What follows belongs to an exercise in optimizing a design on an open flow for small area; a production flow would make more cautious choices.
In this exercise RTL edits were held to simulation tests only and were not proved equivalent to the original.
Power and IR drop assume default switching activity.

==> flow/design.v (outline; a module is shown in full before it is edited, if it fits) <==
// module display_controller: 44 lines
// module cursor_controller: 52 lines
// module sprite_rom: 652 lines
// module game_state: 121 lines
// module ship_vec: 206 lines
// module ship_present: 186 lines
// module renderer: 27 lines
// module ssd_controller: 29 lines
// module A7_vga_top: 66 lines
module A7_vga_top(
  input  wire        ClkPort,
  input  wire        rst,             
  input  wire        BtnL, BtnR, BtnU, BtnD, BtnC,
  input  wire        SW0,             
  input  wire        SW1,
  output wire        hSync, vSync,
  output wire [3:0]  vgaR, vgaG, vgaB,
  output wire [7:0]  Anodes,
  output wire [6:0]  Segs,
  output wire        QuadSpiFlashCS
);
  // ...
==> flow/flow/run.sh <==
#!/bin/bash
# Own flow: the standard synthesis; then the netlist's combinational
# logic re-synthesised for area by ABC with several scripts in parallel
# (registers, their cells and names untouched), keeping the smallest; then
# the standard layout from that netlist, with buf_1 port buffers,
# clkbuf_8 clock buffers and no CTS dummy loads.
set -euo pipefail
W=$PWD
R=$W/orfs/results/$FLOW_PLATFORM/A7_vga_top/base
YOSYS=$FLOW_HOME/../tools/install/yosys/bin/yosys
LIB=$FLOW_HOME/platforms/$FLOW_PLATFORM/lib/sky130_fd_sc_hd__tt_025C_1v80.lib
bash standard.sh "$R/1_2_yosys.v" > synth.log 2>&1
cp "$R/1_2_yosys.v" std_synth.v
python3 flow/mkcomb.py "$LIB" comb.v dont_use.txt > mkcomb.log 2>&1
printf 'set_driving_cell sky130_fd_sc_hd__buf_1\nset_load 5\n' > abc.constr
for s in flow/abc/*.abc; do
  n=$(basename "$s" .abc)
  REOPT_LIB="$LIB" REOPT_COMB=comb.v REOPT_IN=std_synth.v REOPT_OUT="reopt_$n.v" REOPT_TOP="$FLOW_TOP" \
  REOPT_DONT_USE=dont_use.txt REOPT_SCRIPT="$s" REOPT_CONSTR=abc.constr REOPT_STAT="reopt_stat_$n.txt" \
    "$YOSYS" -c flow/reopt.tcl > "reopt_$n.log" 2>&1 &
done
wait
best=""; best_area=""
for s in flow/abc/*.abc; do
  n=$(basename "$s" .abc)
  a=$(grep -h "Chip area" "reopt_stat_$n.txt" 2>/dev/null | awk '{print $NF}' | tail -1)
  echo "$n ${a:-failed}" >> reopt_choice.txt
  if [[ -n "$a" && -s "reopt_$n.v" ]] && { [[ -z "$best" ]] || awk -v a="$a" -v b="$best_area" 'BEGIN{exit !(a < b)}'; }; then
    best=$n; best_area=$a
  fi
done
echo "chosen $best $best_area" >> reopt_choice.txt
cp "reopt_$best.v" "$R/1_2_yosys.v"
export BUFFER_PORTS_ARGS="-buffer_cell sky130_fd_sc_hd__buf_1"
export CTS_ARGS="-sink_clustering_enable -repair_clock_nets -dont_use_dummy_load -buf_list sky130_fd_sc_hd__clkbuf_8"
bash standard.sh > layout.log 2>&1
==> flow/flow/abc/s1.abc <==
strash
&get -n
&deepsyn -T 300 -S 1
&dch -f
&nf -p -a -R 1000 -F 8 -A 8 -C 32
&put
==> flow/flow/abc/s2.abc <==
strash
&get -n
&deepsyn -T 300 -S 2
&dch -f
&nf -p -a -R 1000 -F 8 -A 8 -C 32
&put
==> flow/flow/abc/s3.abc <==
strash
&get -n
&deepsyn -T 300 -S 3
&dch -f
&nf -p -a -R 1000 -F 8 -A 8 -C 32
&put
==> flow/flow/abc/s4.abc <==
strash
&get -n
&deepsyn -T 300 -S 4
&dch -f
&nf -p -a -R 1000 -F 8 -A 8 -C 32
&put
==> flow/flow/abc/s5.abc <==
strash
&get -n
&deepsyn -T 300 -S 5
&dch -f
&nf -p -a -R 1000 -F 8 -A 8 -C 32
&put
==> flow/flow/abc/s6.abc <==
strash
&get -n
&deepsyn -T 300 -S 6
&dch -f
&nf -p -a -R 1000 -F 8 -A 8 -C 32
&put
==> flow/flow/abc/s7.abc <==
strash
&get -n
&deepsyn -T 300 -S 7
&dch -f
&nf -p -a -R 1000 -F 8 -A 8 -C 32
&put
==> flow/flow/abc/s8.abc <==
strash
&get -n
&deepsyn -T 300 -S 8
&dch -f
&nf -p -a -R 1000 -F 8 -A 8 -C 32
&put
==> flow/flow/mkcomb.py <==
# Verilog models of a liberty file's combinational cells, so that Yosys can
# flatten a mapped netlist's logic back into gates for re-synthesis.
# usage: mkcomb.py LIB OUT_V OUT_DONTUSE
import re, sys
txt = open(sys.argv[1]).read()
ms = list(re.finditer(r'\n\s*cell\s*\(\s*"?(\w+)"?\s*\)\s*\{', txt))
out, dont = [], []
for i, m in enumerate(ms):
    name = m.group(1)
    if re.search(r'lpflow|probe', name):
        dont.append(name)
    seg = txt[m.end(): ms[i + 1].start() if i + 1 < len(ms) else len(txt)]
    if re.search(r'\b(ff|latch|statetable)\s*\(', seg):
        continue
    pins = []
    for pm in re.finditer(r'\n\s*pin\s*\(\s*"?(\w+)"?\s*\)\s*\{', seg):
        body = seg[pm.end(): pm.end() + 4000]
        d = re.search(r'direction\s*:\s*"?(\w+)"?', body)
        f = re.search(r'\bfunction\s*:\s*"([^"]*)"', body)
        pins.append((pm.group(1), d.group(1) if d else None, f.group(1) if f else None))
    outs = [p for p in pins if p[1] == 'output']
    ins = [p for p in pins if p[1] == 'input']
    if not outs or any(f is None for _, _, f in outs) or re.search(r'three_state', seg):
        continue
    lines = ["module %s(%s);" % (name, ", ".join(p[0] for p in ins + outs))]
    lines += ["  input %s;" % p[0] for p in ins]
    for p in outs:
        f = p[2].replace('!', '~').replace('+', '|').replace('*', '&')
        lines += ["  output %s;" % p[0], "  assign %s = %s;" % (p[0], f)]
    lines.append("endmodule")
    out.append("\n".join(lines))
open(sys.argv[2], 'w').write("\n\n".join(out) + "\n")
open(sys.argv[3], 'w').write(" ".join(dont) + "\n")
==> flow/flow/reopt.tcl <==
# Re-synthesise the combinational logic of the standard synthesis's netlist
# with a stronger ABC script. Registers (and their names) are kept as they are.
yosys -import
set lib $::env(REOPT_LIB)
read_liberty -lib $lib
read_verilog -overwrite $::env(REOPT_COMB)
read_verilog $::env(REOPT_IN)
hierarchy -top $::env(REOPT_TOP)
flatten
techmap
yosys rename -hide w:*
opt -fast -purge
read_liberty -lib -overwrite $lib
set dont_use {}
foreach c [split [string trim [read [open $::env(REOPT_DONT_USE)]]]] { lappend dont_use -dont_use $c }
abc -script $::env(REOPT_SCRIPT) -liberty $lib {*}$dont_use -constr $::env(REOPT_CONSTR)
opt_clean -purge
hilomap -singleton -hicell sky130_fd_sc_hd__conb_1 HI -locell sky130_fd_sc_hd__conb_1 LO
insbuf -buf sky130_fd_sc_hd__buf_1 A X
splitnets
opt_clean -purge
check -assert -mapped
tee -o $::env(REOPT_STAT) stat -liberty $lib
write_verilog -noattr -nohex -nodec $::env(REOPT_OUT)
==> flow/standard.sh <==
#!/bin/bash
# synth_recipe.tcl (not shown) runs the flow's synth.tcl, then flattens the netlist and writes it again
# the make line also repeats each setting of config.mk as NAME=value (left out here)
make -C /OpenROAD-flow-scripts/flow DESIGN_CONFIG=/design/flow/config.mk WORK_HOME=/design/flow/orfs CLKGATE_MAP_FILE= SYNTH_SCRIPT=/design/flow/synth_recipe.tcl "${@:-finish}"
==> flow/config.mk <==
export PLATFORM = sky130hd
export DESIGN_NAME = A7_vga_top
export DESIGN_NICKNAME = A7_vga_top
export VERILOG_FILES = /design/flow/design.v
export SDC_FILE = /design/flow/constraint.sdc
export NUM_CORES = 8
export LEC_CHECK = 0
export ABC_AREA = 1
export CAP_MARGIN = 20
export CORE_MARGIN = 2
export CORE_UTILIZATION = 65
export SLEW_MARGIN = 20
export SYNTH_MEMORY_MAX_BITS = 65536
==> flow/constraint.sdc <==
create_clock -name core_clock -period 11.0 [get_ports {ClkPort}]
set_input_delay 2.2000 -clock core_clock [delete_from_list [all_inputs] [get_ports {ClkPort}]]
set_output_delay 2.2000 -clock core_clock [all_outputs]
set_load 0.01 [all_outputs]
==> reports/results.ini, run 1 <==
[outcome]
run_status = no timing/DRC/antenna violations

[timing]
max_transition_viols_final = 0
finalClockSkew_ps = 41.3
timing.final.crit_share = 0.869
max_freq_ghz = 0.105

[power_and_ir_drop]
p_clk_frac = 0.295

[final_layout]
seqAreaFraction = 0.367
biggestRegsByFlops = gs.bombed x100, dc.cnt x16
fraction_of_cell_area_in_non_clock_buffers = 0.0207
most_common_cell_after_layout_fill_and_taps_aside = sky130_fd_sc_hd__nor2_1
flops_and_latches = 179

[drt]
drc_violation_count_after_routing = 0
via_count = 10280
drt_first_iter_violations = 1762
finalWirelength_microns = 31200

[critical_path]
crit_start = dc.cnt[2]
reg2reg_setup_slack_ps = 4920
critical_path.slowest_cell = sky130_fd_sc_hd__a2111oi_0
critical-path-max-stage-delay_ps = 900
worst-endpoint-arrival_ps = 7360
worst_path_class_setup = reg -> out
worstPathBufferInverterCount = 1

[placed_design]
io_buffers = 31
gp_routability_congestion = 1.07

[global_route]
groute.layer.met1.usage = 0.578

[worst_hold_path]
worst_hold_path.num_cells = 1

[synthesis]
synthCells = 1207

[floorplan]
die_h_microns = 123

[flow_run]
drv.max_cap_violation_count = 0

==> module game_state, before the edit <==
module game_state(
  input  wire       clk,
  input  wire       rst,           
  input  wire       reset,         
  input  wire       btn_c,         
  input  wire       sample_tick,   
  input  wire [3:0] sprite_row,    
  input  wire [3:0] sprite_col,    
  input  wire [3:0] next_row,      
  input  wire [3:0] next_col,
  input  wire       show_answer,   
  input  wire [3:0] disp_row,      
  input  wire [3:0] disp_col,
  output wire [1:0] disp_status,   
  output reg  [3:0] turns_left,
  output wire [2:0] ships_remaining
);
  reg  [99:0] bombed;
  reg  [4:0]  sunk;
  reg  [2:0]  pat;             
  reg  [2:0]  patternIndex;
  reg         reset_d, btnc_d;
  reg         cur_bombed, beam_bombed;
  wire [4:0]  allhit;
  wire        clr = rst | reset;
  always @(posedge clk)
    if (rst) reset_d <= 1'b0;
    else     reset_d <= reset;
  wire reset_rise = reset && !reset_d;
  always @(posedge clk)
    if (rst)
      patternIndex <= 3'd0;
    else if (reset_rise)
      patternIndex <= (patternIndex == 3'd4) ? 3'd0 : patternIndex + 3'd1;
  always @(posedge clk)
    if (rst) btnc_d <= 1'b0;
    else     btnc_d <= btn_c;
  wire bomb_edge = btn_c && !btnc_d;
  wire all_sunk = &sunk;
  wire [3:0] rd_row = sample_tick ? next_row : disp_row;
  wire [3:0] rd_col = sample_tick ? next_col : disp_col;
  wire [9:0] rrs, rcs, wrs, wcs;
  genvar gi;
  generate for (gi = 0; gi < 10; gi = gi + 1) begin : dec
    assign rrs[gi] = (gi < 8) ? (rd_row == gi) : (rd_row[3] && rd_row[0] == gi % 2);
    assign rcs[gi] = (gi < 8) ? (rd_col == gi) : (rd_col[3] && rd_col[0] == gi % 2);
    assign wrs[gi] = (gi < 8) ? (sprite_row == gi) : (sprite_row[3] && sprite_row[0] == gi % 2);
    assign wcs[gi] = (gi < 8) ? (sprite_col == gi) : (sprite_col[3] && sprite_col[0] == gi % 2);
  end endgenerate
  wire [9:0] rowbits;
  generate for (gi = 0; gi < 10; gi = gi + 1) begin : rd
    assign rowbits[gi] = |(bombed[gi*10 +: 10] & rcs);
  end endgenerate
  wire rd_bit = |(rowbits & rrs);
  wire cur_ship;
  ship_present cur_sp(.p(pat), .r(sprite_row), .c(sprite_col), .present(cur_ship));
  wire fire = bomb_edge && (turns_left != 4'd0) && !all_sunk && !cur_bombed;
  wire cur_stays = (next_row == sprite_row) && (next_col == sprite_col);
  wire cur_on_beam = (disp_row == sprite_row) && (disp_col == sprite_col);
  always @(posedge clk) begin
    if (clr) begin
      cur_bombed  <= 1'b0;
      beam_bombed <= 1'b0;
    end else begin
      if (sample_tick) cur_bombed <= rd_bit | (fire & cur_stays);
      else             cur_bombed <= cur_bombed | fire;
      beam_bombed <= rd_bit | (fire & cur_on_beam);
    end
  end
  generate for (gi = 0; gi < 100; gi = gi + 1) begin : bcell
    always @(posedge clk)
      bombed[gi] <= !clr && (bombed[gi] || (fire && wrs[gi / 10] && wcs[gi % 10]));
  end endgenerate
  always @(posedge clk) begin
    if (clr) begin
      turns_left <= 4'd15;
      sunk       <= 5'd0;
      pat        <= rst ? 3'd0 : patternIndex;
    end else begin
      if (fire && !cur_ship)
        turns_left <= turns_left - 4'd1;
      sunk <= sunk | allhit;
    end
  end
  assign allhit[0] = (pat == 3'd0 && bombed[11] && bombed[12] && bombed[13] && bombed[14] && bombed[15] && bombed[16])
      || (pat == 3'd1 && bombed[0] && bombed[1] && bombed[2] && bombed[3] && bombed[4] && bombed[5])
      || (pat == 3'd2 && bombed[0] && bombed[10] && bombed[20] && bombed[30] && bombed[40] && bombed[50])
      || (pat == 3'd3 && bombed[94] && bombed[95] && bombed[96] && bombed[97] && bombed[98] && bombed[99])
      || (pat == 3'd4 && bombed[9] && bombed[19] && bombed[29] && bombed[39] && bombed[49] && bombed[59]);
  assign allhit[1] = (pat == 3'd0 && bombed[33] && bombed[43] && bombed[53] && bombed[63] && bombed[73])
      || (pat == 3'd1 && bombed[22] && bombed[32] && bombed[42] && bombed[52] && bombed[62])
      || (pat == 3'd2 && bombed[72] && bombed[73] && bombed[74] && bombed[75] && bombed[76])
      || (pat == 3'd3 && bombed[3] && bombed[13] && bombed[23] && bombed[33] && bombed[43])
      || (pat == 3'd4 && bombed[2] && bombed[3] && bombed[4] && bombed[5] && bombed[6]);
  assign allhit[2] = (pat == 3'd0 && bombed[55] && bombed[56] && bombed[57] && bombed[58] && bombed[59])
      || (pat == 3'd1 && bombed[84] && bombed[85] && bombed[86] && bombed[87] && bombed[88])
      || (pat == 3'd2 && bombed[29] && bombed[39] && bombed[49] && bombed[59] && bombed[69])
      || (pat == 3'd3 && bombed[60] && bombed[61] && bombed[62] && bombed[63] && bombed[64])
      || (pat == 3'd4 && bombed[34] && bombed[44] && bombed[54] && bombed[64] && bombed[74]);
  assign allhit[3] = (pat == 3'd0 && bombed[8] && bombed[18] && bombed[28])
      || (pat == 3'd1 && bombed[9] && bombed[19] && bombed[29])
      || (pat == 3'd2 && bombed[7] && bombed[8] && bombed[9])
      || (pat == 3'd3 && bombed[7] && bombed[17] && bombed[27])
      || (pat == 3'd4 && bombed[80] && bombed[81] && bombed[82]);
  assign allhit[4] = (pat == 3'd0 && bombed[70] && bombed[80] && bombed[90])
      || (pat == 3'd1 && bombed[70] && bombed[80] && bombed[90])
      || (pat == 3'd2 && bombed[90] && bombed[91] && bombed[92])
      || (pat == 3'd3 && bombed[0] && bombed[10] && bombed[20])
      || (pat == 3'd4 && bombed[20] && bombed[21] && bombed[22]);
  assign ships_remaining = 3'd5 - (sunk[0] + sunk[1] + sunk[2] + sunk[3] + sunk[4]);
  wire [4:0] d_vec;
  ship_vec d_sv(.p(pat), .r(disp_row), .c(disp_col), .vec(d_vec));
  wire d_ship = |d_vec;
  wire d_bombed = sample_tick ? beam_bombed : rd_bit;
  wire d_sunk = |(d_vec & sunk);
  assign disp_status =
      (show_answer && !all_sunk && d_ship) ? 2'b11 :
      !d_bombed ? 2'b00 :
      !d_ship   ? 2'b01 :
      d_sunk    ? 2'b11 : 2'b10;
endmodule
==> inputs of run 2 (changes only) <==
--- a/flow/design.v
+++ b/flow/design.v
@@ -320,17 +320,16 @@
   wire n_new_n232;
   wire n_new_n233;
   wire n_new_n234;
   wire n_new_n235;
   wire n_new_n236;
   wire n_new_n237;
   wire n_new_n238;
   wire n_new_n239;
-  wire n_new_n240;
   wire n_new_n241;
   wire n_new_n242;
   wire n_new_n243;
   wire n_new_n244;
   wire n_new_n245;
   wire n_new_n246;
   wire n_new_n247;
   wire n_new_n248;
@@ -341,49 +340,50 @@
   wire n_new_n253;
   wire n_new_n254;
   wire n_new_n255;
   wire n_new_n256;
   wire n_new_n257;
   wire n_new_n258;
   wire n_new_n259;
   wire n_new_n260;
+  wire n_new_n261;
   wire n_new_n262;
   wire n_new_n263;
   wire n_new_n264;
   wire n_new_n265;
+  wire n_new_n266;
   wire n_new_n267;
   wire n_new_n268;
   wire n_new_n269;
   wire n_new_n270;
   wire n_new_n271;
   wire n_new_n272;
   wire n_new_n273;
   wire n_new_n274;
   wire n_new_n275;
   wire n_new_n276;
   wire n_new_n277;
   wire n_new_n278;
+  wire n_new_n279;
   wire n_new_n280;
   wire n_new_n281;
   wire n_new_n282;
-  wire n_new_n283;
   wire n_new_n284;
   wire n_new_n285;
   wire n_new_n286;
   wire n_new_n287;
   wire n_new_n288;
   wire n_new_n289;
   wire n_new_n290;
   wire n_new_n291;
   wire n_new_n292;
   wire n_new_n293;
   wire n_new_n294;
   wire n_new_n295;
-  wire n_new_n296;
   wire n_new_n297;
   wire n_new_n298;
   wire n_new_n299;
   wire n_new_n300;
   wire n_new_n301;
   wire n_new_n302;
   wire n_new_n303;
   wire n_new_n304;
@@ -410,349 +410,333 @@
   wire n_new_n325;
   wire n_new_n326;
   wire n_new_n327;
   wire n_new_n328;
   wire n_new_n329;
   wire n_new_n330;
   wire n_new_n331;
   wire n_new_n332;
-  wire n_new_n333;
-  wire n_new_n334;
-  wire n_new_n335;
-  wire n_new_n336;
-  wire n_new_n337;
-  wire n_new_n338;
-  wire n_new_n339;
-  wire n_new_n340;
   assign n_new_n17 = (dy[2] & ~dy[1]);
-  assign n_new_n18 = (~dy[5] & ~dy[4]);
-  assign n_new_n19 = (~dy[3] & ~dy[0]);
-  assign n_new_n20 = (n_new_n18 & ~n_new_n19);
-  assign n_new_n21 = (n_new_n17 & ~n_new_n20);
-  assign n_new_n22 = (dy[4] & ~dy[3]);
-  assign n_new_n23 = (~dy[5] & ~n_new_n22);
-  assign n_new_n24 = (dy[2] & dy[1]);
-  assign n_new_n25 = (~dy[0] & n_new_n24);
-  assign n_new_n26 = (~n_new_n23 & n_new_n25);
-  assign n_new_n27 = (~n_new_n21 & ~n_new_n26);
-  assign n_new_n28 = (~dx[1] & ~dx[0]);
-  assign n_new_n29 = (dx[5] & dx[4]);
-  assign n_new_n30 = (~dx[5] & ~dx[4]);
-  assign n_new_n31 = (~n_new_n29 & ~n_new_n30);
-  assign n_new_n32 = (~dy[5] & dy[4]);
-  assign n_new_n33 = (n_new_n31 & ~n_new_n32);
-  assign n_new_n34 = (~dx[3] & ~dx[2]);
-  assign n_new_n35 = (dx[3] & dx[1]);
-  assign n_new_n36 = (dx[2] & n_new_n35);
-  assign n_new_n37 = (~n_new_n34 & ~n_new_n36);
-  assign n_new_n38 = (n_new_n33 & n_new_n37);
-  assign n_new_n39 = (~n_new_n28 & n_new_n38);
-  assign n_new_n40 = (dy[5] & dy[0]);
-  assign n_new_n41 = (dy[3] & dy[0]);
-  assign n_new_n42 = (~n_new_n19 & ~n_new_n41);
-  assign n_new_n43 = (dx[5] & n_new_n42);
-  assign n_new_n44 = (~n_new_n40 & ~n_new_n43);
-  assign n_new_n45 = (dy[3] & ~n_new_n44);
-  assign n_new_n46 = (~dx[0] & ~n_new_n45);
-  assign n_new_n47 = (~dx[4] & dx[3]);
-  assign n_new_n48 = (dy[5] & ~dy[3]);
-  assign n_new_n49 = (n_new_n44 & ~n_new_n48);
-  assign n_new_n50 = (dx[0] & ~n_new_n49);
-  assign n_new_n51 = (n_new_n47 & ~n_new_n50);
-  assign n_new_n52 = (~n_new_n46 & n_new_n51);
-  assign n_new_n53 = (~n_new_n39 & ~n_new_n52);
-  assign n_new_n54 = (~n_new_n27 & ~n_new_n53);
-  assign n_new_n55 = (dy[3] & ~dy[1]);
-  assign n_new_n56 = (n_new_n32 & n_new_n55);
-  assign n_new_n57 = (dx[0] & ~n_new_n56);
-  assign n_new_n58 = (dx[1] & ~n_new_n57);
-  assign n_new_n59 = (~dx[2] & ~n_new_n58);
-  assign n_new_n60 = (~n_new_n54 & ~n_new_n59);
-  assign n_new_n61 = (dx[2] & dx[1]);
-  assign n_new_n62 = (~dy[1] & ~dy[0]);
-  assign n_new_n63 = (dy[2] & ~n_new_n62);
-  assign n_new_n64 = (~dy[4] & dy[3]);
-  assign n_new_n65 = (~n_new_n24 & ~n_new_n64);
-  assign n_new_n66 = (n_new_n23 & n_new_n65);
-  assign n_new_n67 = (~n_new_n63 & n_new_n66);
-  assign n_new_n68 = (dy[2] & ~n_new_n48);
-  assign n_new_n69 = (~n_new_n23 & n_new_n68);
-  assign n_new_n70 = (~n_new_n62 & n_new_n69);
-  assign n_new_n71 = (~n_new_n67 & ~n_new_n70);
-  assign n_new_n72 = (dy[1] & dy[0]);
-  assign n_new_n73 = (~n_new_n71 & ~n_new_n72);
-  assign n_new_n74 = (dy[1] & ~dx[0]);
-  assign n_new_n75 = (~dy[5] & ~dy[2]);
-  assign n_new_n76 = (dy[5] & dy[2]);
-  assign n_new_n77 = (~n_new_n40 & ~n_new_n76);
-  assign n_new_n78 = (~n_new_n75 & n_new_n77);
-  assign n_new_n79 = (n_new_n74 & ~n_new_n78);
-  assign n_new_n80 = (dx[3] & ~n_new_n32);
-  assign n_new_n81 = (dy[3] & dy[2]);
-  assign n_new_n82 = (~dy[2] & n_new_n48);
-  assign n_new_n83 = (~n_new_n81 & ~n_new_n82);
-  assign n_new_n84 = (n_new_n80 & n_new_n83);
-  assign n_new_n85 = (~dx[4] & ~dx[0]);
-  assign n_new_n86 = (~dx[5] & ~n_new_n85);
-  assign n_new_n87 = (n_new_n84 & n_new_n86);
-  assign n_new_n88 = (~n_new_n79 & n_new_n87);
-  assign n_new_n89 = (~n_new_n73 & n_new_n88);
-  assign n_new_n90 = (dx[5] & ~dx[3]);
-  assign n_new_n91 = (~dx[5] & dx[3]);
-  assign n_new_n92 = (~n_new_n90 & ~n_new_n91);
-  assign n_new_n93 = (~dx[0] & ~n_new_n48);
-  assign n_new_n94 = (~dy[0] & ~n_new_n93);
-  assign n_new_n95 = (~n_new_n92 & ~n_new_n94);
-  assign n_new_n96 = (dy[0] & dx[4]);
-  assign n_new_n97 = (~n_new_n40 & ~n_new_n96);
-  assign n_new_n98 = (~dx[0] & ~n_new_n97);
-  assign n_new_n99 = (~n_new_n41 & ~n_new_n98);
-  assign n_new_n100 = (~n_new_n95 & n_new_n99);
-  assign n_new_n101 = (dy[5] & ~dx[4]);
-  assign n_new_n102 = (dy[3] & n_new_n101);
-  assign n_new_n103 = (n_new_n95 & n_new_n102);
-  assign n_new_n104 = (~n_new_n100 & ~n_new_n103);
-  assign n_new_n105 = (~dy[3] & ~n_new_n24);
-  assign n_new_n106 = (~dy[5] & dy[2]);
-  assign n_new_n107 = (~n_new_n105 & ~n_new_n106);
-  assign n_new_n108 = (~dy[3] & n_new_n18);
-  assign n_new_n109 = (~n_new_n107 & ~n_new_n108);
-  assign n_new_n110 = (dx[5] & ~n_new_n109);
-  assign n_new_n111 = (dx[4] & n_new_n109);
-  assign n_new_n112 = (~n_new_n110 & ~n_new_n111);
-  assign n_new_n113 = (~dx[3] & n_new_n112);
-  assign n_new_n114 = (dx[3] & ~n_new_n112);
-  assign n_new_n115 = (~n_new_n66 & ~n_new_n69);
-  assign n_new_n116 = (~n_new_n17 & ~n_new_n115);
-  assign n_new_n117 = (~n_new_n114 & ~n_new_n116);
-  assign n_new_n118 = (~n_new_n113 & n_new_n117);
-  assign n_new_n119 = (~dx[5] & n_new_n118);
-  assign n_new_n120 = (~n_new_n25 & ~n_new_n75);
-  assign n_new_n121 = (n_new_n22 & ~n_new_n120);
-  assign n_new_n122 = (~dy[5] & ~dy[0]);
-  assign n_new_n123 = (~n_new_n40 & ~n_new_n122);
-  assign n_new_n124 = (~n_new_n42 & n_new_n123);
-  assign n_new_n125 = (~dy[2] & ~n_new_n72);
-  assign n_new_n126 = (n_new_n124 & ~n_new_n125);
-  assign n_new_n127 = (~dy[0] & n_new_n22);
-  assign n_new_n128 = (n_new_n17 & ~n_new_n40);
-  assign n_new_n129 = (~n_new_n127 & n_new_n128);
-  assign n_new_n130 = (~n_new_n126 & ~n_new_n129);
-  assign n_new_n131 = (~n_new_n121 & n_new_n130);
-  assign n_new_n132 = (~n_new_n119 & n_new_n131);
-  assign n_new_n133 = (dx[4] & ~dx[3]);
-  assign n_new_n134 = (~n_new_n115 & n_new_n133);
-  assign n_new_n135 = (n_new_n17 & ~n_new_n124);
-  assign n_new_n136 = (n_new_n107 & n_new_n126);
-  assign n_new_n137 = (~n_new_n135 & ~n_new_n136);
-  assign n_new_n138 = (dx[0] & n_new_n137);
-  assign n_new_n139 = (n_new_n134 & ~n_new_n138);
-  assign n_new_n140 = (~n_new_n132 & n_new_n139);
-  assign n_new_n141 = (dx[3] & ~dx[0]);
-  assign n_new_n142 = (~n_new_n91 & ~n_new_n141);
-  assign n_new_n143 = (dy[0] & ~n_new_n142);
-  assign n_new_n144 = (~n_new_n33 & ~n_new_n143);
-  assign n_new_n145 = (n_new_n17 & ~n_new_n144);
-  assign n_new_n146 = (~n_new_n89 & ~n_new_n145);
-  assign n_new_n147 = (~n_new_n140 & n_new_n146);
-  assign n_new_n148 = (~dy[0] & dx[5]);
-  assign n_new_n149 = (n_new_n79 & n_new_n148);
-  assign n_new_n150 = (~n_new_n29 & ~n_new_n149);
-  assign n_new_n151 = (~n_new_n71 & ~n_new_n150);
-  assign n_new_n152 = (dy[2] & ~dx[3]);
-  assign n_new_n153 = (n_new_n151 & n_new_n152);
-  assign n_new_n154 = (n_new_n147 & ~n_new_n153);
-  assign n_new_n155 = (~n_new_n104 & ~n_new_n154);
-  assign n_new_n156 = (~dx[0] & n_new_n115);
-  assign n_new_n157 = (n_new_n155 & n_new_n156);
-  assign n_new_n158 = (dx[4] & n_new_n71);
-  assign n_new_n159 = (~n_new_n47 & ~n_new_n133);
-  assign n_new_n160 = (~dy[5] & ~n_new_n63);
-  assign n_new_n161 = (~n_new_n125 & n_new_n160);
-  assign n_new_n162 = (~n_new_n159 & n_new_n161);
-  assign n_new_n163 = (~n_new_n118 & ~n_new_n162);
-  assign n_new_n164 = (~n_new_n158 & ~n_new_n163);
-  assign n_new_n165 = (n_new_n71 & n_new_n118);
-  assign n_new_n166 = (n_new_n29 & n_new_n115);
-  assign n_new_n167 = (~n_new_n112 & ~n_new_n166);
-  assign n_new_n168 = (n_new_n165 & n_new_n167);
-  assign n_new_n169 = (n_new_n118 & ~n_new_n168);
-  assign n_new_n170 = (~dx[0] & ~n_new_n169);
-  assign n_new_n171 = (~n_new_n164 & ~n_new_n170);
-  assign n_new_n172 = (n_new_n31 & n_new_n80);
-  assign n_new_n173 = (~n_new_n134 & ~n_new_n172);
-  assign n_new_n174 = (~n_new_n27 & ~n_new_n173);
-  assign n_new_n175 = (n_new_n33 & n_new_n161);
-  assign n_new_n176 = (~n_new_n118 & ~n_new_n175);
-  assign n_new_n177 = (dx[5] & ~n_new_n176);
-  assign n_new_n178 = (~dx[0] & ~n_new_n177);
-  assign n_new_n179 = (dx[5] & ~n_new_n106);
-  assign n_new_n180 = (~n_new_n71 & ~n_new_n179);
-  assign n_new_n181 = (~n_new_n84 & ~n_new_n180);
-  assign n_new_n182 = (~n_new_n178 & n_new_n181);
-  assign n_new_n183 = (~n_new_n174 & ~n_new_n182);
-  assign n_new_n184 = (~n_new_n171 & ~n_new_n183);
-  assign n_new_n185 = (~n_new_n157 & n_new_n184);
-  assign n_new_n186 = (~n_new_n89 & ~n_new_n185);
-  assign n_new_n187 = (~n_new_n32 & n_new_n118);
-  assign n_new_n188 = (n_new_n132 & ~n_new_n187);
-  assign n_new_n189 = (n_new_n133 & ~n_new_n188);
-  assign n_new_n190 = (~dx[0] & ~n_new_n76);
-  assign n_new_n191 = (~n_new_n17 & ~n_new_n190);
-  assign n_new_n192 = (~dx[5] & ~n_new_n191);
-  assign n_new_n193 = (n_new_n115 & n_new_n192);
-  assign n_new_n194 = (n_new_n189 & n_new_n193);
-  assign n_new_n195 = (n_new_n186 & ~n_new_n194);
-  assign n_new_n196 = (~n_new_n61 & ~n_new_n195);
-  assign n_new_n197 = (n_new_n60 & ~n_new_n196);
-  assign n_new_n198 = (~dx[4] & n_new_n137);
-  assign n_new_n199 = (dy[1] & dx[1]);
-  assign n_new_n200 = (~n_new_n90 & ~n_new_n199);
-  assign n_new_n201 = (~n_new_n198 & ~n_new_n200);
-  assign n_new_n202 = (~n_new_n17 & n_new_n186);
-  assign n_new_n203 = (n_new_n141 & ~n_new_n202);
-  assign n_new_n204 = (n_new_n165 & ~n_new_n203);
-  assign n_new_n205 = (dx[0] & ~n_new_n112);
-  assign n_new_n206 = (n_new_n204 & ~n_new_n205);
-  assign n_new_n207 = (dx[5] & dx[1]);
-  assign n_new_n208 = (~dx[5] & ~dx[1]);
-  assign n_new_n209 = (~n_new_n207 & ~n_new_n208);
-  assign n_new_n210 = (n_new_n32 & ~n_new_n209);
-  assign n_new_n211 = (dy[5] & ~n_new_n207);
-  assign n_new_n212 = (~dy[4] & ~n_new_n31);
-  assign n_new_n213 = (~n_new_n211 & ~n_new_n212);
-  assign n_new_n214 = (~n_new_n210 & n_new_n213);
-  assign n_new_n215 = (dx[3] & ~n_new_n40);
-  assign n_new_n216 = (~n_new_n42 & ~n_new_n215);
-  assign n_new_n217 = (n_new_n17 & ~n_new_n216);
-  assign n_new_n218 = (~n_new_n214 & n_new_n217);
-  assign n_new_n219 = (~n_new_n206 & ~n_new_n218);
-  assign n_new_n220 = (n_new_n118 & ~n_new_n219);
-  assign n_new_n221 = (~n_new_n201 & ~n_new_n220);
-  assign n_new_n222 = (n_new_n47 & ~n_new_n57);
-  assign n_new_n223 = (dx[1] & ~n_new_n222);
-  assign n_new_n224 = (~n_new_n80 & ~n_new_n218);
-  assign n_new_n225 = (~n_new_n204 & n_new_n224);
-  assign n_new_n226 = (~n_new_n223 & ~n_new_n225);
-  assign n_new_n227 = (~n_new_n221 & n_new_n226);
-  assign n_new_n228 = (dx[2] & n_new_n227);
-  assign n_new_n229 = (n_new_n161 & n_new_n228);
-  assign n_new_n230 = (~n_new_n115 & ~n_new_n159);
-  assign n_new_n231 = (dx[2] & ~n_new_n28);
-  assign n_new_n232 = (dx[3] & ~n_new_n231);
-  assign n_new_n233 = (dx[1] & dx[0]);
-  assign n_new_n234 = (dx[4] & ~n_new_n233);
-  assign n_new_n235 = (dx[3] & ~n_new_n234);
-  assign n_new_n236 = (n_new_n231 & ~n_new_n235);
-  assign n_new_n237 = (~n_new_n232 & ~n_new_n236);
-  assign n_new_n238 = (n_new_n230 & n_new_n237);
-  assign n_new_n239 = (~n_new_n27 & ~n_new_n161);
-  assign n_new_n240 = (n_new_n238 & n_new_n239);
-  assign n_new_n241 = (~n_new_n228 & n_new_n240);
-  assign n_new_n242 = (~dx[3] & ~n_new_n233);
-  assign n_new_n243 = (n_new_n137 & n_new_n242);
-  assign n_new_n244 = (n_new_n71 & ~n_new_n243);
-  assign n_new_n245 = (n_new_n238 & ~n_new_n244);
-  assign n_new_n246 = (n_new_n33 & ~n_new_n123);
-  assign n_new_n247 = (~n_new_n237 & n_new_n246);
-  assign n_new_n248 = (~n_new_n245 & ~n_new_n247);
-  assign n_new_n249 = (n_new_n17 & ~n_new_n248);
-  assign n_new_n250 = (n_new_n85 & n_new_n115);
-  assign n_new_n251 = (~n_new_n110 & n_new_n250);
-  assign n_new_n252 = (~n_new_n249 & ~n_new_n251);
-  assign n_new_n253 = (~n_new_n241 & n_new_n252);
-  assign n_new_n254 = (~n_new_n229 & n_new_n253);
-  assign n_new_n255 = (n_new_n35 & ~n_new_n254);
-  assign n_new_n256 = (n_new_n197 & ~n_new_n255);
-  assign n_new_n257 = (dx[1] & n_new_n168);
-  assign n_new_n258 = (~n_new_n60 & n_new_n257);
-  assign n_new_n259 = (~dx[2] & ~n_new_n174);
-  assign n_new_n260 = (~n_new_n258 & n_new_n259);
-  assign shade[1] = (~n_new_n256 & ~n_new_n260);
-  assign n_new_n262 = (~n_new_n38 & ~n_new_n238);
-  assign n_new_n263 = (n_new_n161 & ~n_new_n262);
-  assign n_new_n264 = (~shade[1] & n_new_n263);
-  assign n_new_n265 = (~n_new_n228 & ~n_new_n249);
-  assign shade[2] = ~((~n_new_n264 & n_new_n265));
-  assign n_new_n267 = (n_new_n31 & n_new_n141);
-  assign n_new_n268 = (dx[1] & ~n_new_n267);
-  assign n_new_n269 = (dx[2] & ~n_new_n232);
-  assign n_new_n270 = (~n_new_n268 & n_new_n269);
-  assign n_new_n271 = (~n_new_n238 & ~n_new_n270);
-  assign n_new_n272 = (n_new_n118 & ~n_new_n271);
-  assign n_new_n273 = (~shade[2] & n_new_n272);
-  assign n_new_n274 = (n_new_n165 & n_new_n270);
-  assign n_new_n275 = (dy[1] & ~n_new_n33);
-  assign n_new_n276 = (~n_new_n137 & ~n_new_n275);
-  assign n_new_n277 = (~n_new_n262 & n_new_n276);
-  assign n_new_n278 = (~n_new_n274 & ~n_new_n277);
-  assign shade[3] = ~((~n_new_n273 & n_new_n278));
-  assign n_new_n280 = (~n_new_n85 & n_new_n137);
-  assign n_new_n281 = (n_new_n168 & n_new_n280);
-  assign n_new_n282 = (n_new_n147 & ~n_new_n281);
-  assign n_new_n283 = (dx[5] & n_new_n204);
-  assign n_new_n284 = (~n_new_n131 & ~n_new_n173);
-  assign n_new_n285 = (n_new_n23 & n_new_n284);
-  assign n_new_n286 = (~n_new_n283 & n_new_n285);
-  assign n_new_n287 = (n_new_n17 & ~n_new_n286);
-  assign n_new_n288 = (~n_new_n282 & ~n_new_n287);
-  assign n_new_n289 = (dy[0] & dx[0]);
-  assign n_new_n290 = (~n_new_n204 & ~n_new_n289);
-  assign n_new_n291 = (dy[3] & ~dx[3]);
-  assign n_new_n292 = (~n_new_n137 & ~n_new_n291);
-  assign n_new_n293 = (~n_new_n290 & ~n_new_n292);
-  assign n_new_n294 = (n_new_n155 & ~n_new_n293);
-  assign n_new_n295 = (n_new_n30 & n_new_n165);
-  assign n_new_n296 = (dx[2] & ~n_new_n295);
-  assign n_new_n297 = (~n_new_n294 & n_new_n296);
-  assign n_new_n298 = (n_new_n96 & n_new_n233);
-  assign n_new_n299 = (~n_new_n115 & n_new_n298);
-  assign n_new_n300 = (~n_new_n297 & ~n_new_n299);
-  assign n_new_n301 = (~n_new_n288 & ~n_new_n300);
-  assign n_new_n302 = (dy[5] & n_new_n227);
-  assign n_new_n303 = (~n_new_n301 & n_new_n302);
-  assign n_new_n304 = (dy[1] & ~n_new_n148);
-  assign n_new_n305 = (~n_new_n237 & ~n_new_n304);
-  assign n_new_n306 = (n_new_n197 & n_new_n305);
-  assign n_new_n307 = (~n_new_n197 & n_new_n304);
-  assign n_new_n308 = (~dx[1] & ~n_new_n307);
+  assign n_new_n18 = (dy[3] & ~dy[0]);
+  assign n_new_n19 = (~dy[3] & dy[0]);
+  assign n_new_n20 = (~n_new_n18 & ~n_new_n19);
+  assign n_new_n21 = (dy[5] & ~dy[3]);
+  assign n_new_n22 = (~dy[5] & dy[3]);
+  assign n_new_n23 = (~n_new_n21 & ~n_new_n22);
+  assign n_new_n24 = (n_new_n20 & ~n_new_n23);
+  assign n_new_n25 = (n_new_n17 & ~n_new_n24);
+  assign n_new_n26 = (~dy[3] & ~dy[2]);
+  assign n_new_n27 = (dy[3] & dy[2]);
+  assign n_new_n28 = (~n_new_n26 & ~n_new_n27);
+  assign n_new_n29 = (~n_new_n17 & ~n_new_n28);
+  assign n_new_n30 = (dy[2] & ~dy[0]);
+  assign n_new_n31 = (~dy[0] & n_new_n17);
+  assign n_new_n32 = (dy[2] & ~n_new_n31);
+  assign n_new_n33 = (dy[1] & dy[0]);
+  assign n_new_n34 = (~n_new_n32 & n_new_n33);
+  assign n_new_n35 = (~n_new_n30 & ~n_new_n34);
+  assign n_new_n36 = (~n_new_n29 & ~n_new_n35);
+  assign n_new_n37 = (dy[1] & ~n_new_n23);
+  assign n_new_n38 = (n_new_n36 & n_new_n37);
+  assign n_new_n39 = (~n_new_n25 & ~n_new_n38);
+  assign n_new_n40 = (~dx[1] & ~dx[0]);
+  assign n_new_n41 = (dx[2] & ~n_new_n40);
+  assign n_new_n42 = (~dy[5] & ~dy[4]);
+  assign n_new_n43 = (n_new_n23 & ~n_new_n42);
+  assign n_new_n44 = (~n_new_n32 & n_new_n43);
+  assign n_new_n45 = (~dy[5] & dy[4]);
+  assign n_new_n46 = (~n_new_n23 & ~n_new_n45);
+  assign n_new_n47 = (~n_new_n32 & ~n_new_n46);
+  assign n_new_n48 = (~n_new_n43 & ~n_new_n47);
+  assign n_new_n49 = (~n_new_n44 & ~n_new_n48);
+  assign n_new_n50 = (n_new_n36 & n_new_n49);
+  assign n_new_n51 = (~n_new_n33 & ~n_new_n42);
+  assign n_new_n52 = (~n_new_n50 & ~n_new_n51);
+  assign n_new_n53 = (dy[2] & ~n_new_n52);
+  assign n_new_n54 = (dx[5] & ~dx[4]);
+  assign n_new_n55 = (~dx[5] & dx[4]);
+  assign n_new_n56 = (~n_new_n54 & ~n_new_n55);
+  assign n_new_n57 = (~n_new_n45 & ~n_new_n56);
+  assign n_new_n58 = (~dx[3] & n_new_n57);
+  assign n_new_n59 = (dx[4] & ~dx[3]);
+  assign n_new_n60 = (~n_new_n31 & ~n_new_n34);
+  assign n_new_n61 = (~dy[5] & ~n_new_n60);
+  assign n_new_n62 = (n_new_n28 & ~n_new_n61);
+  assign n_new_n63 = (~dx[5] & ~dx[0]);
+  assign n_new_n64 = (~n_new_n49 & n_new_n63);
+  assign n_new_n65 = (~n_new_n62 & n_new_n64);
+  assign n_new_n66 = (dx[5] & dx[0]);
+  assign n_new_n67 = (dy[5] & dy[0]);
+  assign n_new_n68 = (n_new_n17 & n_new_n67);
+  assign n_new_n69 = (~n_new_n66 & n_new_n68);
+  assign n_new_n70 = (n_new_n57 & ~n_new_n69);
+  assign n_new_n71 = (~n_new_n65 & n_new_n70);
+  assign n_new_n72 = (dy[2] & ~dx[0]);
+  assign n_new_n73 = (dx[0] & n_new_n34);
+  assign n_new_n74 = (~n_new_n72 & ~n_new_n73);
+  assign n_new_n75 = (~dy[5] & ~n_new_n74);
+  assign n_new_n76 = (dy[5] & n_new_n18);
+  assign n_new_n77 = (~n_new_n75 & ~n_new_n76);
+  assign n_new_n78 = (n_new_n54 & n_new_n62);
+  assign n_new_n79 = (~n_new_n77 & n_new_n78);
+  assign n_new_n80 = (~n_new_n71 & ~n_new_n79);
+  assign n_new_n81 = (dx[0] & ~n_new_n80);
+  assign n_new_n82 = (~n_new_n59 & ~n_new_n81);
+  assign n_new_n83 = (n_new_n50 & ~n_new_n82);
+  assign n_new_n84 = (~dy[1] & n_new_n21);
+  assign n_new_n85 = (~dy[5] & n_new_n27);
+  assign n_new_n86 = (~n_new_n45 & ~n_new_n85);
+  assign n_new_n87 = (~n_new_n84 & n_new_n86);
+  assign n_new_n88 = (~n_new_n29 & n_new_n87);
+  assign n_new_n89 = (~dx[0] & n_new_n42);
+  assign n_new_n90 = (~n_new_n60 & n_new_n89);
+  assign n_new_n91 = (~n_new_n88 & ~n_new_n90);
+  assign n_new_n92 = (n_new_n54 & ~n_new_n91);
+  assign n_new_n93 = (~n_new_n50 & n_new_n92);
+  assign n_new_n94 = (dx[0] & n_new_n55);
+  assign n_new_n95 = (~n_new_n93 & ~n_new_n94);
+  assign n_new_n96 = (~dx[3] & n_new_n80);
+  assign n_new_n97 = (~n_new_n95 & n_new_n96);
+  assign n_new_n98 = (dy[5] & n_new_n54);
+  assign n_new_n99 = (dx[0] & ~n_new_n55);
+  assign n_new_n100 = (~n_new_n98 & ~n_new_n99);
+  assign n_new_n101 = (n_new_n39 & ~n_new_n100);
+  assign n_new_n102 = (dx[3] & ~n_new_n80);
+  assign n_new_n103 = (~n_new_n101 & ~n_new_n102);
+  assign n_new_n104 = (~n_new_n97 & n_new_n103);
+  assign n_new_n105 = (~dx[3] & dx[0]);
+  assign n_new_n106 = (n_new_n78 & n_new_n105);
+  assign n_new_n107 = (dy[1] & ~dx[0]);
+  assign n_new_n108 = (n_new_n28 & ~n_new_n107);
+  assign n_new_n109 = (n_new_n77 & ~n_new_n108);
+  assign n_new_n110 = (~dx[5] & dx[3]);
+  assign n_new_n111 = (~n_new_n109 & n_new_n110);
+  assign n_new_n112 = (~n_new_n106 & ~n_new_n111);
+  assign n_new_n113 = (~dy[4] & dx[0]);
+  assign n_new_n114 = (~n_new_n71 & ~n_new_n113);
+  assign n_new_n115 = (~n_new_n112 & ~n_new_n114);
+  assign n_new_n116 = (n_new_n30 & n_new_n43);
+  assign n_new_n117 = (dx[0] & n_new_n20);
+  assign n_new_n118 = (n_new_n17 & ~n_new_n117);
+  assign n_new_n119 = (~n_new_n116 & ~n_new_n118);
+  assign n_new_n120 = (~n_new_n115 & n_new_n119);
+  assign n_new_n121 = (~n_new_n104 & ~n_new_n120);
+  assign n_new_n122 = (~n_new_n83 & ~n_new_n121);
+  assign n_new_n123 = (dx[5] & n_new_n59);
+  assign n_new_n124 = (~dy[5] & n_new_n110);
+  assign n_new_n125 = (~dx[3] & ~dx[0]);
+  assign n_new_n126 = (dy[1] & ~n_new_n125);
+  assign n_new_n127 = (~n_new_n124 & n_new_n126);
+  assign n_new_n128 = (~n_new_n123 & n_new_n127);
+  assign n_new_n129 = (n_new_n116 & n_new_n128);
+  assign n_new_n130 = (~n_new_n122 & ~n_new_n129);
+  assign n_new_n131 = (~dy[1] & dx[3]);
+  assign n_new_n132 = (dy[5] & n_new_n131);
+  assign n_new_n133 = (n_new_n49 & ~n_new_n132);
+  assign n_new_n134 = (n_new_n17 & ~n_new_n46);
+  assign n_new_n135 = (~dx[3] & ~n_new_n29);
+  assign n_new_n136 = (~n_new_n134 & n_new_n135);
+  assign n_new_n137 = (~dx[4] & dx[3]);
+  assign n_new_n138 = (~n_new_n59 & ~n_new_n137);
+  assign n_new_n139 = (n_new_n42 & n_new_n131);
+  assign n_new_n140 = (n_new_n138 & ~n_new_n139);
+  assign n_new_n141 = (~dx[5] & ~n_new_n140);
+  assign n_new_n142 = (~n_new_n136 & n_new_n141);
+  assign n_new_n143 = (~n_new_n133 & n_new_n142);
+  assign n_new_n144 = (~n_new_n130 & ~n_new_n143);
+  assign n_new_n145 = (~dx[1] & ~n_new_n144);
+  assign n_new_n146 = (n_new_n17 & n_new_n66);
+  assign n_new_n147 = (n_new_n49 & ~n_new_n146);
+  assign n_new_n148 = (dx[2] & ~dx[1]);
+  assign n_new_n149 = (dx[3] & ~dx[0]);
+  assign n_new_n150 = (~n_new_n56 & n_new_n149);
+  assign n_new_n151 = (~n_new_n148 & ~n_new_n150);
+  assign n_new_n152 = (~n_new_n147 & ~n_new_n151);
+  assign n_new_n153 = (~n_new_n116 & ~n_new_n152);
+  assign n_new_n154 = (~n_new_n145 & ~n_new_n153);
+  assign n_new_n155 = (n_new_n134 & n_new_n137);
+  assign n_new_n156 = (n_new_n145 & ~n_new_n152);
+  assign n_new_n157 = (n_new_n155 & ~n_new_n156);
+  assign n_new_n158 = (~n_new_n154 & n_new_n157);
+  assign n_new_n159 = (~n_new_n58 & ~n_new_n158);
+  assign n_new_n160 = (n_new_n53 & ~n_new_n159);
+  assign n_new_n161 = (dx[5] & n_new_n134);
+  assign n_new_n162 = (~n_new_n54 & ~n_new_n161);
+  assign n_new_n163 = (n_new_n88 & ~n_new_n162);
+  assign n_new_n164 = (n_new_n55 & ~n_new_n134);
+  assign n_new_n165 = (~n_new_n88 & n_new_n164);
+  assign n_new_n166 = (~n_new_n163 & ~n_new_n165);
+  assign n_new_n167 = (n_new_n62 & ~n_new_n166);
+  assign n_new_n168 = (dy[3] & n_new_n66);
+  assign n_new_n169 = (dx[1] & dx[0]);
+  assign n_new_n170 = (~n_new_n168 & ~n_new_n169);
+  assign n_new_n171 = (~n_new_n49 & n_new_n170);
+  assign n_new_n172 = (~n_new_n116 & ~n_new_n171);
+  assign n_new_n173 = (~dy[0] & ~n_new_n63);
+  assign n_new_n174 = (n_new_n134 & ~n_new_n173);
+  assign n_new_n175 = (n_new_n137 & ~n_new_n174);
+  assign n_new_n176 = (~n_new_n172 & n_new_n175);
+  assign n_new_n177 = (~n_new_n167 & n_new_n176);
+  assign n_new_n178 = (~n_new_n160 & ~n_new_n177);
+  assign n_new_n179 = (n_new_n41 & ~n_new_n178);
+  assign n_new_n180 = (~dx[4] & n_new_n63);
+  assign n_new_n181 = (n_new_n132 & n_new_n180);
+  assign n_new_n182 = (n_new_n178 & n_new_n181);
+  assign n_new_n183 = (~n_new_n46 & n_new_n59);
+  assign n_new_n184 = (dx[3] & ~n_new_n56);
+  assign n_new_n185 = (~n_new_n183 & ~n_new_n184);
+  assign n_new_n186 = (n_new_n68 & ~n_new_n185);
+  assign n_new_n187 = (~n_new_n19 & ~n_new_n109);
+  assign n_new_n188 = (n_new_n49 & ~n_new_n187);
+  assign n_new_n189 = (dx[5] & ~n_new_n62);
+  assign n_new_n190 = (n_new_n137 & n_new_n189);
+  assign n_new_n191 = (~n_new_n93 & n_new_n190);
+  assign n_new_n192 = (~n_new_n188 & n_new_n191);
+  assign n_new_n193 = (n_new_n148 & ~n_new_n192);
+  assign n_new_n194 = (dx[3] & ~n_new_n53);
+  assign n_new_n195 = (n_new_n93 & ~n_new_n194);
+  assign n_new_n196 = (~n_new_n115 & ~n_new_n195);
+  assign n_new_n197 = (n_new_n193 & n_new_n196);
+  assign n_new_n198 = (~n_new_n186 & n_new_n197);
+  assign n_new_n199 = (~n_new_n46 & ~n_new_n49);
+  assign n_new_n200 = (dx[5] & ~n_new_n49);
+  assign n_new_n201 = (n_new_n34 & n_new_n66);
+  assign n_new_n202 = (~n_new_n17 & ~n_new_n201);
+  assign n_new_n203 = (~n_new_n200 & ~n_new_n202);
+  assign n_new_n204 = (~n_new_n199 & n_new_n203);
+  assign n_new_n205 = (~n_new_n116 & ~n_new_n161);
+  assign n_new_n206 = (~dx[0] & ~n_new_n205);
+  assign n_new_n207 = (~n_new_n65 & ~n_new_n206);
+  assign n_new_n208 = (~n_new_n204 & n_new_n207);
+  assign n_new_n209 = (n_new_n59 & ~n_new_n208);
+  assign n_new_n210 = (n_new_n198 & ~n_new_n209);
+  assign n_new_n211 = (~n_new_n182 & n_new_n210);
+  assign n_new_n212 = (~n_new_n61 & ~n_new_n68);
+  assign n_new_n213 = (n_new_n45 & ~n_new_n136);
+  assign n_new_n214 = (dy[2] & ~dx[5]);
+  assign n_new_n215 = (~n_new_n169 & n_new_n214);
+  assign n_new_n216 = (n_new_n41 & ~n_new_n215);
+  assign n_new_n217 = (~n_new_n185 & ~n_new_n216);
+  assign n_new_n218 = (~n_new_n213 & n_new_n217);
+  assign n_new_n219 = (~n_new_n212 & n_new_n218);
+  assign n_new_n220 = (dx[2] & dx[1]);
+  assign n_new_n221 = (~n_new_n219 & n_new_n220);
+  assign n_new_n222 = (~n_new_n211 & ~n_new_n221);
+  assign n_new_n223 = (~n_new_n179 & ~n_new_n222);
+  assign n_new_n224 = (~dy[3] & ~dx[3]);
+  assign n_new_n225 = (~dy[5] & ~n_new_n224);
+  assign n_new_n226 = (~n_new_n185 & ~n_new_n225);
+  assign n_new_n227 = (dy[0] & n_new_n169);
+  assign n_new_n228 = (~dx[3] & ~n_new_n227);
+  assign n_new_n229 = (~n_new_n57 & ~n_new_n228);
+  assign n_new_n230 = (n_new_n17 & ~n_new_n67);
+  assign n_new_n231 = (~n_new_n229 & n_new_n230);
+  assign n_new_n232 = (~n_new_n185 & n_new_n231);
+  assign n_new_n233 = (~n_new_n226 & ~n_new_n232);
+  assign n_new_n234 = (n_new_n53 & ~n_new_n233);
+  assign n_new_n235 = (~dx[3] & n_new_n169);
+  assign n_new_n236 = (~n_new_n49 & n_new_n235);
+  assign n_new_n237 = (~n_new_n166 & n_new_n236);
+  assign n_new_n238 = (~dx[2] & ~n_new_n237);
+  assign n_new_n239 = (~n_new_n234 & n_new_n238);
+  assign shade[1] = (~n_new_n223 & ~n_new_n239);
+  assign n_new_n241 = (~dy[0] & ~n_new_n22);
+  assign n_new_n242 = (~n_new_n152 & ~n_new_n241);
+  assign n_new_n243 = (n_new_n234 & n_new_n242);
+  assign n_new_n244 = (shade[1] & n_new_n243);
+  assign n_new_n245 = (~n_new_n178 & n_new_n197);
+  assign n_new_n246 = (~n_new_n41 & ~n_new_n245);
+  assign n_new_n247 = (dx[5] & ~dx[1]);
+  assign n_new_n248 = (~n_new_n39 & ~n_new_n247);
+  assign n_new_n249 = (~dx[5] & dx[1]);
+  assign n_new_n250 = (~n_new_n60 & n_new_n249);
+  assign n_new_n251 = (~n_new_n248 & ~n_new_n250);
+  assign n_new_n252 = (~n_new_n49 & ~n_new_n107);
+  assign n_new_n253 = (~n_new_n251 & ~n_new_n252);
+  assign n_new_n254 = (~dx[0] & ~n_new_n160);
+  assign n_new_n255 = (dx[0] & n_new_n160);
+  assign n_new_n256 = (~n_new_n254 & ~n_new_n255);
+  assign n_new_n257 = (dx[5] & ~n_new_n17);
+  assign n_new_n258 = (~n_new_n57 & ~n_new_n257);
+  assign n_new_n259 = (~n_new_n49 & n_new_n258);
+  assign n_new_n260 = (~n_new_n256 & n_new_n259);
+  assign n_new_n261 = (~n_new_n253 & ~n_new_n260);
+  assign n_new_n262 = (n_new_n137 & ~n_new_n261);
+  assign n_new_n263 = (n_new_n58 & ~n_new_n212);
+  assign n_new_n264 = (~n_new_n45 & n_new_n54);
+  assign n_new_n265 = (~n_new_n212 & n_new_n264);
+  assign n_new_n266 = (n_new_n251 & n_new_n265);
+  assign n_new_n267 = (~n_new_n263 & ~n_new_n266);
+  assign n_new_n268 = (~n_new_n262 & n_new_n267);
+  assign n_new_n269 = (~n_new_n246 & ~n_new_n268);
+  assign n_new_n270 = (~n_new_n130 & n_new_n200);
+  assign n_new_n271 = (n_new_n105 & ~n_new_n270);
+  assign n_new_n272 = (dx[4] & ~n_new_n57);
+  assign n_new_n273 = (n_new_n166 & ~n_new_n272);
+  assign n_new_n274 = (~dx[3] & ~n_new_n273);
+  assign n_new_n275 = (dx[3] & n_new_n273);
+  assign n_new_n276 = (~n_new_n274 & ~n_new_n275);
+  assign n_new_n277 = (n_new_n152 & ~n_new_n276);
+  assign n_new_n278 = (n_new_n149 & ~n_new_n198);
+  assign n_new_n279 = (n_new_n277 & ~n_new_n278);
+  assign n_new_n280 = (~n_new_n271 & n_new_n279);
+  assign n_new_n281 = (~n_new_n219 & ~n_new_n280);
+  assign n_new_n282 = (~n_new_n269 & n_new_n281);
+  assign shade[2] = ~((~n_new_n244 & n_new_n282));
+  assign n_new_n284 = (n_new_n39 & shade[2]);
+  assign n_new_n285 = (dx[3] & ~n_new_n41);
+  assign n_new_n286 = (~dx[3] & n_new_n41);
+  assign n_new_n287 = (~n_new_n285 & ~n_new_n286);
+  assign n_new_n288 = (~n_new_n138 & n_new_n287);
+  assign n_new_n289 = (n_new_n134 & n_new_n288);
+  assign n_new_n290 = (~n_new_n284 & n_new_n289);
+  assign n_new_n291 = (~n_new_n39 & n_new_n57);
+  assign n_new_n292 = (~n_new_n193 & n_new_n287);
+  assign n_new_n293 = (n_new_n291 & ~n_new_n292);
+  assign n_new_n294 = (n_new_n277 & ~n_new_n285);
+  assign n_new_n295 = (~n_new_n293 & ~n_new_n294);
+  assign shade[3] = ~((~n_new_n290 & n_new_n295));
+  assign n_new_n297 = (~n_new_n53 & ~n_new_n257);
+  assign n_new_n298 = (~n_new_n189 & ~n_new_n297);
+  assign n_new_n299 = (~n_new_n53 & ~n_new_n62);
+  assign n_new_n300 = (~n_new_n298 & ~n_new_n299);
+  assign n_new_n301 = (dx[4] & n_new_n236);
+  assign n_new_n302 = (~n_new_n300 & n_new_n301);
+  assign n_new_n303 = (n_new_n235 & n_new_n265);
+  assign n_new_n304 = (n_new_n53 & n_new_n303);
+  assign n_new_n305 = (~dx[3] & ~n_new_n212);
+  assign n_new_n306 = (n_new_n232 & ~n_new_n305);
+  assign n_new_n307 = (n_new_n50 & n_new_n59);
+  assign n_new_n308 = (~dx[2] & ~n_new_n307);
   assign n_new_n309 = (~n_new_n306 & n_new_n308);
-  assign n_new_n310 = (~dy[1] & n_new_n33);
-  assign n_new_n311 = (~dy[1] & dx[5]);
-  assign n_new_n312 = (dy[3] & ~n_new_n311);
-  assign n_new_n313 = (~dy[0] & dx[1]);
-  assign n_new_n314 = (~dx[0] & ~n_new_n313);
-  assign n_new_n315 = (~n_new_n312 & n_new_n314);
-  assign n_new_n316 = (dx[3] & ~n_new_n315);
-  assign n_new_n317 = (~n_new_n310 & ~n_new_n316);
-  assign n_new_n318 = (~n_new_n131 & ~n_new_n317);
-  assign n_new_n319 = (n_new_n131 & n_new_n149);
-  assign n_new_n320 = (~dx[0] & n_new_n29);
-  assign n_new_n321 = (~n_new_n319 & ~n_new_n320);
-  assign n_new_n322 = (~n_new_n318 & n_new_n321);
-  assign n_new_n323 = (n_new_n74 & n_new_n101);
-  assign n_new_n324 = (dx[3] & ~n_new_n323);
-  assign n_new_n325 = (~n_new_n230 & n_new_n324);
-  assign n_new_n326 = (dx[2] & ~n_new_n325);
-  assign n_new_n327 = (~n_new_n151 & n_new_n326);
-  assign n_new_n328 = (~n_new_n322 & n_new_n327);
-  assign n_new_n329 = (~n_new_n309 & n_new_n328);
-  assign n_new_n330 = (~n_new_n303 & n_new_n329);
-  assign n_new_n331 = (~n_new_n233 & ~n_new_n284);
-  assign n_new_n332 = (~dx[3] & ~n_new_n27);
-  assign n_new_n333 = (n_new_n246 & n_new_n332);
-  assign n_new_n334 = (~n_new_n189 & ~n_new_n333);
-  assign n_new_n335 = (~n_new_n331 & ~n_new_n334);
-  assign n_new_n336 = (~dy[1] & n_new_n284);
-  assign n_new_n337 = (~dx[2] & ~n_new_n336);
-  assign n_new_n338 = (~n_new_n335 & n_new_n337);
-  assign n_new_n339 = (~n_new_n61 & ~n_new_n338);
-  assign n_new_n340 = (~n_new_n301 & n_new_n339);
-  assign shade[0] = ~((~n_new_n330 & ~n_new_n340));
+  assign n_new_n310 = (~n_new_n304 & n_new_n309);
+  assign n_new_n311 = (~n_new_n302 & n_new_n310);
+  assign n_new_n312 = (~n_new_n134 & n_new_n168);
+  assign n_new_n313 = (~dx[1] & ~n_new_n312);
+  assign n_new_n314 = (~dx[0] & n_new_n212);
+  assign n_new_n315 = (n_new_n291 & n_new_n314);
+  assign n_new_n316 = (~n_new_n50 & ~n_new_n315);
+  assign n_new_n317 = (n_new_n137 & ~n_new_n316);
+  assign n_new_n318 = (n_new_n18 & n_new_n109);
+  assign n_new_n319 = (~dx[4] & ~n_new_n318);
+  assign n_new_n320 = (n_new_n125 & n_new_n200);
+  assign n_new_n321 = (~n_new_n319 & n_new_n320);
+  assign n_new_n322 = (n_new_n58 & n_new_n230);
+  assign n_new_n323 = (~n_new_n321 & ~n_new_n322);
+  assign n_new_n324 = (~n_new_n317 & n_new_n323);
+  assign n_new_n325 = (~n_new_n313 & ~n_new_n324);
+  assign n_new_n326 = (n_new_n169 & n_new_n212);
+  assign n_new_n327 = (n_new_n22 & n_new_n63);
+  assign n_new_n328 = (~n_new_n326 & ~n_new_n327);
+  assign n_new_n329 = (n_new_n155 & ~n_new_n328);
+  assign n_new_n330 = (dx[2] & ~n_new_n329);
+  assign n_new_n331 = (~n_new_n325 & n_new_n330);
+  assign n_new_n332 = (~n_new_n145 & n_new_n331);
+  assign shade[0] = (~n_new_n311 & ~n_new_n332);
 endmodule
 `timescale 1ns / 1ps
 module game_state(
   input  wire       clk,
   input  wire       rst,           
   input  wire       reset,         
   input  wire       btn_c,         
   input  wire       sample_tick,   
@@ -818,21 +802,23 @@
       else             cur_bombed <= cur_bombed | fire;
       beam_bombed <= rd_bit | (fire & cur_on_beam);
     end
   end
   generate for (gi = 0; gi < 100; gi = gi + 1) begin : bcell
     always @(posedge clk)
       bombed[gi] <= !clr && (bombed[gi] || (fire && wrs[gi / 10] && wcs[gi % 10]));
   end endgenerate
+  always @(posedge clk)
+    if (rst)        pat <= 3'd0;
+    else if (reset) pat <= patternIndex;
   always @(posedge clk) begin
     if (clr) begin
       turns_left <= 4'd15;
       sunk       <= 5'd0;
-      pat        <= rst ? 3'd0 : patternIndex;
     end else begin
       if (fire && !cur_ship)
         turns_left <= turns_left - 4'd1;
       sunk <= sunk | allhit;
     end
   end
   assign allhit[0] = (pat == 3'd0 && bombed[11] && bombed[12] && bombed[13] && bombed[14] && bombed[15] && bombed[16])
       || (pat == 3'd1 && bombed[0] && bombed[1] && bombed[2] && bombed[3] && bombed[4] && bombed[5])
==> run 2 against run 1 <==
Worst setup slack gained 1200 ps. Synthesized cell count fell by 7.3%. Design area decreased by 0.33%. Critical path depth fell by 4. Maximum frequency is 14% higher. Total power is 1.4% lower. Routed wire length fell by 11%. Via count decreased by 6.4%. Area after synthesis down 0.16%. Final cell count decreased by 6.0%. Largest power group unchanged.
==> reports/results.ini, run 2 <==
[drt]
vias_per_cell = 7.10  ; was 7.12
finalWirelength_microns = 27900  ; was 31200 microns
drt_first_iter_violations = 1400  ; was 1762
dr_pass1_iterations = 10  ; was 13
drc_violation_count_after_routing = 0  ; unchanged
route.detailed.wl_per_inst_microns = 20.6  ; was 21.6 microns
final_antenna_net_count = 0  ; unchanged
via_count = 9626  ; was 10.3k

[final_layout]
nFillCells = 1160  ; was 1144
syn2layout_area_growth_pct = 7.42  ; was 7.60%
biggestRegsByFlops = gs.bombed x100, dc.cnt x16  ; unchanged
final_cell_area_sq_um = 9820  ; was 9850 sq um
seqCellArea_sq_um = 3580  ; was 3610 sq um
fraction_of_layout_cells_with_a_size_suffix_above_1 = 0.0289  ; was 0.0309
regMostFlops = gs.bombed  ; unchanged
largest_register_ffs = 100  ; unchanged
most_common_cell_after_layout_fill_and_taps_aside = sky130_fd_sc_hd__dfxtp_1  ; was sky130_fd_sc_hd__nor2_1
antenna-diode-count = 0  ; unchanged
total_area_of_multi_input_combinational_cells_sq_um = 5510  ; was 5470 sq um
final_net_count = 1187  ; was 1274
leading_cell_types_in_the_layout_fill_and_taps_excluded = sky130_fd_sc_hd__dfxtp_1 (179), sky130_fd_sc_hd__nor2_1 (154), sky130_fd_sc_hd__nand2_1 (106)  ; was sky130_fd_sc_hd__nor2_1 (232), sky130_fd_sc_hd__a21oi_1 (186), sky130_fd_sc_hd__dfxtp_1 (176)
utilization = 0.710  ; was 0.712

[critical_path]
timing.reg2reg.worst_path_depth = 26  ; was 20
worst_path_class_setup = in -> out  ; was reg -> out
setup.worst_path.start_class = input port  ; was flop
worst_path_fanout_max = 39  ; was 20
worst-endpoint-required_ps = 8800  ; about the same
worst_setup_path_end_kind = output pin  ; unchanged
worst-endpoint-arrival_ps = 6190  ; was 7360 ps

[timing]
post-route-min-period_ps = 8390  ; was 9560 ps
timing.final.crit_share = 0.762  ; was 0.869
hold_violations = 0  ; unchanged
max_slew_margin = 0.224  ; was 0.260
finalClockSkew_ps = 40.0  ; was 41.3 ps
max_transition_viols_final = 0  ; unchanged
setup_tns_ps = 0  ; unchanged
final_setup_viols = 0  ; unchanged
max_freq_ghz = 0.119  ; was 0.105 GHz
rsz0062_at_grt = no  ; unchanged
transition_at_the_pin_with_the_smallest_max_transition_slack_ps = 1160  ; was 1110 ps
setup_slack_ps = 2610  ; was 1440 ps

[global_route]
grt_util_all_layers = 0.368  ; was 0.409
antenna_found_initial = 0  ; unchanged
largest_net_degree_at_the_start_of_global_routing = 80  ; was 111
first_global_vias = 8231  ; was 8965
grt-ovfl-total = 0  ; unchanged
wire_length_of_the_first_global_routing_pass_microns = 43300  ; was 47900 microns

[placed_design]
place.detailed.hpwl_microns = 19900  ; was 21900 microns
pre_cts_slack_ps = 2550  ; was 2380 ps
io_buffers = 31  ; unchanged
dpl_cell_area_sq_um = 9570  ; was 9590 sq um
gp_routability_congestion = 1.02  ; was 1.07

[clock_network]
clk_root_buffer_cell = sky130_fd_sc_hd__clkbuf_8  ; unchanged
postCtsSetupBuffers = 0  ; unchanged
cts.repair.resized = 0  ; unchanged
h-tree-depth = 4  ; unchanged
clock_path_buffers = 2  ; unchanged
sink_count = 179  ; unchanged
clock_latency_ps = 480  ; about the same
cts.reportedPaths.clkPinSlew_ps = 80  ; was 90 ps
cts_tree = done  ; unchanged
holdBufCountCts = 0  ; unchanged
cts_inserted_buffers = 17  ; unchanged

[synthesis]
ys.warnings.count = 6  ; unchanged
synthCells = 1119  ; was 1207
synthesis.area_per_instance_sq_um = 8.17  ; was 7.58 sq um
synth_area_sq_um = 9140  ; was 9150 sq um

[worst_hold_path]
hp-class = reg -> reg  ; unchanged
worst_hold_path.num_cells = 1  ; unchanged

[power_and_ir_drop]
leakage_nw = 3.41  ; was 3.28 nW
worst_ir_drop_vdd_v = 0.0000898  ; was 0.000158 V
p_per_area_nw_per_um2 = 117  ; was 118 nW/um^2

[floorplan]
fp.dieArea_sq_um = 15000  ; about the same
design.portCount = 39  ; unchanged
die_h_microns = 123  ; about the same
core.rowCount = 43  ; unchanged
placeableCoreArea_sq_um = 13800  ; unchanged
die_w_microns = 123  ; about the same
starting_density_of_the_core = 0.661  ; was 0.662

[flow_run]
drv.max_cap_violation_count = 0  ; unchanged

[outcome]
run_status = no timing/DRC/antenna violations  ; unchanged

[run 2: per-stage QoR]
stage,hold slack [ps],instances,total power [W]
global route,456,1356,0.00118
floorplan,404,1125,0.000774
global placement,430,1339,0.000815
finish,449,1356,0.00115
CTS,450,1356,0.00114
detailed placement,430,1339,0.000817
[run 2: layout make-up]
type | count | area share
multi-input combinational | 921 | 0.561
clock buffer | 17 | 0.0238
inverter | 16 | 0.00612
timing repair buffer | 43 | 0.0212
tap | 180 | 0.0229
sequential | 179 | 0.365
[run 2: worst max-delay path, stage by stage]
cell and delay, ps:
sky130_fd_sc_hd__clkbuf_2 80, sky130_fd_sc_hd__buf_4 260, sky130_fd_sc_hd__o21bai_1 230, sky130_fd_sc_hd__a21oi_1 150
sky130_fd_sc_hd__mux2i_1 170, sky130_fd_sc_hd__nor3_1 980, sky130_fd_sc_hd__a222oi_1 260, sky130_fd_sc_hd__and3_1 240
sky130_fd_sc_hd__a31oi_1 140, sky130_fd_sc_hd__o211ai_1 100, sky130_fd_sc_hd__a21oi_1 160, sky130_fd_sc_hd__a31oi_1 120
sky130_fd_sc_hd__nand2_1 110, sky130_fd_sc_hd__o21ai_0 140, sky130_fd_sc_hd__a41o_1 270, sky130_fd_sc_hd__nand2_1 80
sky130_fd_sc_hd__a21oi_1 60, sky130_fd_sc_hd__nor2_1 130, sky130_fd_sc_hd__and2_0 130, sky130_fd_sc_hd__buf_1 150
[run 2: worst paths after layout]
kind | startpoint | to | slack, ps
worst max-delay path | rst | vgaG[3] | 2610
worst min register to register | dc.cnt[0] | dc.cnt[0] | 450
worst min-delay path | dc.cnt[0] | dc.cnt[0] | 450
worst max register to register | dc.vpix[5] | shade_q[3] | 5370
[run 2: metal layers]
| metal | wire length, microns | vias to the layer above | GRT usage |
|---|---|---|---|
| met1 | 11700 | 4417 | 0.521 |
| li1 | - | 4429 | - |
| met5 | 0 | - | 0 |
| met3 | 3380 | 93 | 0.0939 |
| met2 | 11800 | 687 | 0.542 |
| met4 | 926 | 0 | 0.127 |
[run 2: report_power, final]
group | total [W] | leakage, nW | switching (W) | internal [W]
registers | 0.000664 | 1.45 | 0.00000993 | 0.000654
logic | 0.000144 | 1.84 | 0.0000975 | 0.0000470
clock network | 0.000338 | 0.122 | 0.000202 | 0.000137
